This design comes from an exercise in tuning for small area and a short achievable clock period on the open sky130 flow, not from production work. Where RTL was checked, it was by simulation tests only, not by an equivalence proof against the original. Power and IR drop assume default switching activity.

## lane 5
==> module TMDS_Encoder, before the edit <==
module TMDS_Encoder #(
    parameter SYNC = 0               
) (
    input  wire       PixelClk,
    output reg  [9:0] pDataOutRaw,
    input  wire [7:0] pDataOut,
    input  wire       pC0,
    input  wire       pC1,
    input  wire       pVde,          
    input  wire       pVde_1,        
    input  wire       pVde_2         
);
wire [7:0] d = pDataOut;
wire a1 = d[1] | d[2] | d[3];
wire a2 = (d[1] & d[2]) | (d[1] & d[3]) | (d[2] & d[3]);
wire a3 = d[1] & d[2] & d[3];
wire b1 = d[4] | d[5] | d[6] | d[7];
wire b2 = ((d[4] | d[5]) & (d[6] | d[7])) | (d[4] & d[5]) | (d[6] & d[7]);
wire b3 = ((d[4] & d[5]) & (d[6] | d[7])) | ((d[6] & d[7]) & (d[4] | d[5]));
wire b4 = d[4] & d[5] & d[6] & d[7];
wire sel = b4 | (a1 & b3) | (a2 & b2) | (a3 & b1);
wire x12 = d[1] ^ d[2];
wire x34 = d[3] ^ d[4];
wire x56 = d[5] ^ d[6];
wire p2  = d[0] ^ x12;
wire p4  = p2 ^ x34;
wire p6  = p2 ^ (x34 ^ x56);
reg [3:0] pe_1;      
reg [3:0] nz_1;      
reg       sel_1;
wire [3:0] nz = ~({d[7], d[5], d[3], d[1]} ^ {4{sel}});
always @(posedge PixelClk) begin
    sel_1     <= sel;
    pe_1[3:1] <= {p6, p4, p2};
    nz_1[3:1] <= nz[3:1];
    if (SYNC && !pVde) {nz_1[0], pe_1[0]} <= {pC1, pC0};
    else               {nz_1[0], pe_1[0]} <= {nz[0], d[0]};
end
wire [3:0] nz2 = nz_1;
wire [3:0] neg = nz2 & pe_1;
wire       m0  = ^nz2;
wire       m1  = (nz2[0] & nz2[1]) ^ (nz2[2] & nz2[3]) ^ ((nz2[0] ^ nz2[1]) & (nz2[2] ^ nz2[3]));
wire       m2  = &nz2;
wire [2:0] n   = neg[0] + neg[1] + neg[2] + neg[3];
wire [2:0] xh  = {1'b0, m2, m1} - n;
wire [3:0] X   = {xh, m0};
wire [7:0] q1;
genvar gk;
generate
    for (gk = 0; gk < 4; gk = gk + 1) begin : qm
        assign q1[2*gk]   = pe_1[gk];
        assign q1[2*gk+1] = ~(pe_1[gk] ^ nz_1[gk]);
    end
endgenerate
reg [7:0] q_2;
reg       sel_2;
reg [3:0] X_2;
always @(posedge PixelClk) begin
    sel_2   <= sel_1;
    X_2     <= X;
    q_2[0]  <= q1[0];
    q_2[7:2] <= q1[7:2];
    if (SYNC && !pVde_1) q_2[1] <= nz_1[0];    
    else                 q_2[1] <= q1[1];
end
reg  [3:0] c_3;
wire       q8  = ~sel_2;
wire       z   = (c_3 == 4'd0) || (X_2 == 4'd0);
wire       inv = z ? sel_2 : (c_3[3] ^ X_2[3]);
wire [3:0] s1  = c_3 + X_2 + {3'b000, q8};
wire [3:0] s0  = c_3 + ~X_2 + {3'b000, q8};
wire [9:0] tok  = {~(q_2[1] ^ q_2[0]), ~q_2[0], {8'b01010100 ^ {8{q_2[0]}}}};
wire [9:0] tok0 = 10'b1101010100;
always @(posedge PixelClk) begin
    c_3 <= pVde_2 ? (inv ? s1 : s0) : 4'd0;
    if (pVde_2)
        pDataOutRaw <= {inv, q8, q_2 ^ {8{inv}}};
    else
        pDataOutRaw <= SYNC ? tok : tok0;
end
endmodule
export LEC_CHECK = 0
export CAP_MARGIN = 20
export CORE_MARGIN = 2
export CORE_UTILIZATION = 60
export SLEW_MARGIN = 20
create_clock -name core_clock -period 4.0 [get_ports {PixelClk}]
standard.sh (not shown) runs the stock make flow with config.mk's settings and CLKGATE_MAP_FILE= SYNTH_SCRIPT=/design/flow/synth_recipe.tcl, a recipe that flattens the netlist after the stock synthesis.
==> flow/flow/run.sh <==
#!/bin/bash
# Standard layout (the standard.sh) with these ORFS settings on top:
#  ADDER_MAP_FILE= : no adder cells in synthesis, ABC maps the adders as plain gates
#  ABC_AREA=1 with a copy of ORFS's scripts whose abc_area.script is flow/abc.script
#  BUFFER_PORTS_ARGS : the smallest buffer on each port
set -e
SD=$PWD/scripts_abc
rm -rf "$SD"
cp -r "$FLOW_HOME/scripts" "$SD"
cp flow/abc.script "$SD/abc_area.script"
bash standard.sh SCRIPTS_DIR="$SD" ADDER_MAP_FILE= ABC_AREA=1 "BUFFER_PORTS_ARGS=-buffer_cell sky130_fd_sc_hd__buf_1" > standard.log 2>&1
==> flow/flow/abc.script <==
strash
dc2
&get -n
&dch -f
&nf
&put
buffer -c
topo
stime -c
upsize -c
dnsize -c
Lane 5 ended with every stage complete and zero timing, DRC or antenna violations.
Input changes introduced in lane 3 (baseline for comparison: lane 5):
-- flow/design.v --
<<< lane 5, line 27
wire p6  = p2 ^ (x34 ^ x56);
reg [3:0] pe_1;      
reg [3:0] nz_1;      
reg       sel_1;
wire [3:0] nz = ~({d[7], d[5], d[3], d[1]} ^ {4{sel}});
always @(posedge PixelClk) begin
    sel_1     <= sel;
    pe_1[3:1] <= {p6, p4, p2};
    nz_1[3:1] <= nz[3:1];
    if (SYNC && !pVde) {nz_1[0], pe_1[0]} <= {pC1, pC0};
    else               {nz_1[0], pe_1[0]} <= {nz[0], d[0]};
end
wire [3:0] nz2 = nz_1;
wire [3:0] neg = nz2 & pe_1;
wire       m0  = ^nz2;
wire       m1  = (nz2[0] & nz2[1]) ^ (nz2[2] & nz2[3]) ^ ((nz2[0] ^ nz2[1]) & (nz2[2] ^ nz2[3]));
wire       m2  = &nz2;
wire [2:0] n   = neg[0] + neg[1] + neg[2] + neg[3];
wire [2:0] xh  = {1'b0, m2, m1} - n;
>>> lane 3, line 27
wire p6  = p2 ^ (x34 ^ x56);
reg [3:0] pe_1;      
reg [3:0] do_1;      
reg       sel_1;
always @(posedge PixelClk) begin
    sel_1     <= sel;
    pe_1[3:1] <= {p6, p4, p2};
    do_1[3:1] <= {d[7], d[5], d[3]};
    if (SYNC && !pVde) {do_1[0], pe_1[0]} <= {pC1, pC0};
    else               {do_1[0], pe_1[0]} <= {d[1], d[0]};
end
wire [3:0] nz  = ~(do_1 ^ {4{sel_1}});      
wire [3:0] neg = nz & pe_1;
wire       m0  = ^nz;
wire       m1  = (nz[0] & nz[1]) ^ (nz[2] & nz[3]) ^ ((nz[0] ^ nz[1]) & (nz[2] ^ nz[3]));
wire       m2  = &nz;
wire [2:0] n   = neg[0] + neg[1] + neg[2] + neg[3];
wire [2:0] xh  = {1'b0, m2, m1} - n;
<<< lane 5, line 50
    for (gk = 0; gk < 4; gk = gk + 1) begin : qm
        assign q1[2*gk]   = pe_1[gk];
        assign q1[2*gk+1] = ~(pe_1[gk] ^ nz_1[gk]);
    end
endgenerate
>>> lane 3, line 49
    for (gk = 0; gk < 4; gk = gk + 1) begin : qm
        assign q1[2*gk]   = pe_1[gk];
        assign q1[2*gk+1] = pe_1[gk] ^ do_1[gk] ^ sel_1;
    end
endgenerate
<<< lane 5, line 61
    q_2[0]  <= q1[0];
    q_2[7:2] <= q1[7:2];
    if (SYNC && !pVde_1) q_2[1] <= nz_1[0];    
    else                 q_2[1] <= q1[1];
end
>>> lane 3, line 60
    q_2[0]  <= q1[0];
    q_2[7:2] <= q1[7:2];
    if (SYNC && !pVde_1) q_2[1] <= do_1[0];    
    else                 q_2[1] <= q1[1];
end
Looking at lane 5 and lane 3, the post-synthesis simple-gate area fraction is a wash.
Comparing cell depth of the worst setup path for lane 5 and lane 3, the smaller number came from lane 5.
Relative to lane 5, the total via count after detailed routing measured on lane 3 has decreased by a few percent.
Lane 3 against lane 5: share of the clock period used by the worst path shows an increase of 3.8 points, setup slack fell 0.15 ns, relative contribution of the clock network to total power rose by 1.4 points.
Looking at lane 5 and lane 3, the die span in x is a wash.
Via count of the first global-routing pass (lane 3 vs. lane 5) decreases by a few percent
Post-synthesis to final-layout area growth in lane 3 vs lane 5: up 1.2 points
The higher final wirelength came out of lane 5.
The power share of the sequential group of lane 3 falls short of that of lane 5 by 1.3 points.
Only the layout flow was run in lane 3; the RTL was not checked for function there.

* * *

Setup of fjord:
rgb2dvi, a different RTL version from the one above (not shown whole).
Size in the first run: about 530 cells after synthesis, roughly 110 flip-flops, ~58 I/O pins, about 4900 µm² of cells after synthesis.
==> module TMDS_Encoder, before the edit <==
module TMDS_Encoder #(
    parameter SYNC = 0               
) (
    input  wire       PixelClk,
    output reg  [9:0] pDataOutRaw,
    input  wire [7:0] pDataOut,
    input  wire       pC0,
    input  wire       pC1,
    input  wire       pVde,          
    input  wire       pVde_1,        
    input  wire       pVde_2         
);
wire [7:0] d = pDataOut;
wire a1 = d[1] | d[2] | d[3];
wire a2 = (d[1] & d[2]) | (d[1] & d[3]) | (d[2] & d[3]);
wire a3 = d[1] & d[2] & d[3];
wire b1 = d[4] | d[5] | d[6] | d[7];
wire b2 = ((d[4] | d[5]) & (d[6] | d[7])) | (d[4] & d[5]) | (d[6] & d[7]);
wire b3 = ((d[4] & d[5]) & (d[6] | d[7])) | ((d[6] & d[7]) & (d[4] | d[5]));
wire b4 = d[4] & d[5] & d[6] & d[7];
wire sel = b4 | (a1 & b3) | (a2 & b2) | (a3 & b1);
wire x12 = d[1] ^ d[2];
wire x34 = d[3] ^ d[4];
wire x56 = d[5] ^ d[6];
wire p2  = d[0] ^ x12;
wire p4  = p2 ^ x34;
wire p6  = p2 ^ (x34 ^ x56);
reg [3:0] pe_1;      
reg [3:0] nz_1;      
reg       sel_1;
wire [3:0] nz = ~({d[7], d[5], d[3], d[1]} ^ {4{sel}});
always @(posedge PixelClk) begin
    sel_1     <= sel;
    pe_1[3:1] <= {p6, p4, p2};
    nz_1[3:1] <= nz[3:1];
    if (SYNC && !pVde) {nz_1[0], pe_1[0]} <= {pC1, pC0};
    else               {nz_1[0], pe_1[0]} <= {nz[0], d[0]};
end
wire [3:0] nz2 = nz_1;
wire [3:0] neg = nz2 & pe_1;
wire       m0  = ^nz2;
wire       m1  = (nz2[0] & nz2[1]) ^ (nz2[2] & nz2[3]) ^ ((nz2[0] ^ nz2[1]) & (nz2[2] ^ nz2[3]));
wire       m2  = &nz2;
wire [2:0] n   = neg[0] + neg[1] + neg[2] + neg[3];
wire [2:0] xh  = {1'b0, m2, m1} - n;
wire [3:0] X   = {xh, m0};
wire [7:0] q1;
genvar gk;
generate
    for (gk = 0; gk < 4; gk = gk + 1) begin : qm
        assign q1[2*gk]   = pe_1[gk];
        assign q1[2*gk+1] = ~(pe_1[gk] ^ nz_1[gk]);
    end
endgenerate
reg [7:0] q_2;
reg       sel_2;
reg [3:0] X_2;
always @(posedge PixelClk) begin
    sel_2   <= sel_1;
    X_2     <= X;
    q_2[0]  <= q1[0];
    q_2[7:2] <= q1[7:2];
    if (SYNC && !pVde_1) q_2[1] <= nz_1[0];    
    else                 q_2[1] <= q1[1];
end
reg  [3:0] c_3;
wire       q8   = ~sel_2;
wire       cz   = (c_3 == 4'd0);
wire       xz   = (X_2 == 4'd0);
wire       invb = xz ? sel_2 : (c_3[3] ^ X_2[3]);
wire       inv  = cz ? sel_2 : invb;
wire [3:0] s1   = c_3 + X_2 + {3'b000, q8};
wire [3:0] s0   = c_3 + ~X_2 + {3'b000, q8};
wire [3:0] cnb  = invb ? s1 : s0;
wire [3:0] cnz  = sel_2 ? X_2 : (4'd0 - X_2);
wire [3:0] c_n  = cz ? cnz : cnb;
wire [9:0] tok  = {~(q_2[1] ^ q_2[0]), ~q_2[0], {8'b01010100 ^ {8{q_2[0]}}}};
wire [9:0] tok0 = 10'b1101010100;
always @(posedge PixelClk) begin
    c_3 <= pVde_2 ? c_n : 4'd0;
    if (pVde_2)
        pDataOutRaw <= {inv, q8, q_2 ^ {8{inv}}};
    else
        pDataOutRaw <= SYNC ? tok : tok0;
end
endmodule
export LEC_CHECK = 0
export CAP_MARGIN = 20
export CORE_MARGIN = 2
export CORE_UTILIZATION = 60
export SLEW_MARGIN = 20
create_clock -name core_clock -period 4.0 [get_ports {PixelClk}]
==> flow/flow/run.sh <==
#!/bin/bash
# Standard layout (the standard.sh) with these ORFS settings on top:
#  ADDER_MAP_FILE= : no adder cells in synthesis, ABC maps the adders as plain gates
#  ABC_AREA=1 with a copy of ORFS's scripts whose abc_area.script is flow/abc.script
#  BUFFER_PORTS_ARGS : the smallest buffer on each port
set -e
SD=$PWD/scripts_abc
rm -rf "$SD"
cp -r "$FLOW_HOME/scripts" "$SD"
cp flow/abc.script "$SD/abc_area.script"
bash standard.sh SCRIPTS_DIR="$SD" ADDER_MAP_FILE= ABC_AREA=1 "BUFFER_PORTS_ARGS=-buffer_cell sky130_fd_sc_hd__buf_1" "CTS_ARGS=-sink_clustering_enable -repair_clock_nets -dont_use_dummy_load -sink_clustering_size 28" > standard.log 2>&1
Scripts as last shown in full above: flow/flow/abc.script
Every stage of the flow completed for fjord, and the final layout passed the timing, DRC and antenna checks.
### fjord -> tundra
diff --git a/flow/design.v b/flow/design.v
--- a/flow/design.v
+++ b/flow/design.v
@@ -53,33 +53,33 @@
     end
 endgenerate
 reg [7:0] q_2;
 reg       sel_2;
 reg [3:0] X_2;
+reg       xz_2;      
 always @(posedge PixelClk) begin
     sel_2   <= sel_1;
     X_2     <= X;
+    xz_2    <= (X == 4'd0);
     q_2[0]  <= q1[0];
     q_2[7:2] <= q1[7:2];
     if (SYNC && !pVde_1) q_2[1] <= nz_1[0];    
     else                 q_2[1] <= q1[1];
 end
 reg  [3:0] c_3;
-wire       q8   = ~sel_2;
-wire       cz   = (c_3 == 4'd0);
-wire       xz   = (X_2 == 4'd0);
-wire       invb = xz ? sel_2 : (c_3[3] ^ X_2[3]);
-wire       inv  = cz ? sel_2 : invb;
-wire [3:0] s1   = c_3 + X_2 + {3'b000, q8};
-wire [3:0] s0   = c_3 + ~X_2 + {3'b000, q8};
-wire [3:0] cnb  = invb ? s1 : s0;
-wire [3:0] cnz  = sel_2 ? X_2 : (4'd0 - X_2);
-wire [3:0] c_n  = cz ? cnz : cnb;
+wire       q8  = ~sel_2;
+wire       z   = (c_3 == 4'd0) || xz_2;
+wire       t   = c_3[3] ^ X_2[3];
+wire       inv = z ? sel_2 : t;
+wire [3:0] s1  = c_3 + X_2 + {3'b000, q8};
+wire [3:0] s0  = c_3 + ~X_2 + {3'b000, q8};
+wire [3:0] sa  = sel_2 ? s1 : s0;      
+wire [3:0] sb  = t ? s1 : s0;          
 wire [9:0] tok  = {~(q_2[1] ^ q_2[0]), ~q_2[0], {8'b01010100 ^ {8{q_2[0]}}}};
 wire [9:0] tok0 = 10'b1101010100;
 always @(posedge PixelClk) begin
-    c_3 <= pVde_2 ? c_n : 4'd0;
+    c_3 <= pVde_2 ? (z ? sa : sb) : 4'd0;
     if (pVde_2)
         pDataOutRaw <= {inv, q8, q_2 ^ {8{inv}}};
     else
         pDataOutRaw <= SYNC ? tok : tok0;
 end
- Of the two values seen for critical path endpoint, DataEncoder0.pDataOutRaw[0]$_DFF_P_ was produced by tundra and DataEncoder1.pDataOutRaw[6]$_SDFF_PN1_ by fjord.
- Relative to fjord, global-route wire length before repair has decreased by about 2.2% in tundra.
- Largest incremental delay on the critical path ends up higher on tundra.
- Looking only at period utilization, and setting everything else aside, the higher value of fjord and tundra goes to tundra.
- Between fjord and tundra, number of buffers added by the clock tree synthesis step increased.
- Summary — worst ir drop on vdd, tundra relative to fjord: lower, by 3.1%.
- When the final numbers for fjord and tundra were put side by side, the area overhead of the layout relative to synthesis turned out to be smaller in fjord.
- Final area for tundra is higher than for fjord.
Function was not checked in any run of this note: the RTL went through the layout flow alone.

-- port drivers added, routing unchanged --
The flow's constraints put no driver on any port. The routed layouts listed below were extracted and timed again, unchanged, in two steps. Step 1 (the two cells are an assumption about what drives the block):
set clk [get_ports {PixelClk}]
set_driving_cell -lib_cell sky130_fd_sc_hd__clkbuf_16 $clk
set_driving_cell -lib_cell sky130_fd_sc_hd__buf_2 [delete_from_list [all_inputs] $clk]
Step 2 moves the port delays by t, midway between the first and last clock arrival at a register: inputs arrive t later, outputs are due t later. That takes back most of the time a late clock gives input paths. a / b / c = ideal / step 1 / step 2; a / b = the first two.
run | shift t [ns] | setup slack, ns | worst slew at a driven data input, ns
lane 5 | 0.388 | 2.054 / 2.054 / 1.786 | 0.03
lane 3 | 0.399 | 1.904 / 1.904 / 1.904 | 0.04
fjord | 0.380 | 1.880 / 1.880 / 1.809 | 0.04
tundra | 0.516 | 1.831 / 1.831 / 1.569 | 0.04
After both steps every run listed still meets setup and hold. The setup slack of lane 5, which loses most, moves by 0.000 ns with the drivers and by -0.268 ns with both steps.
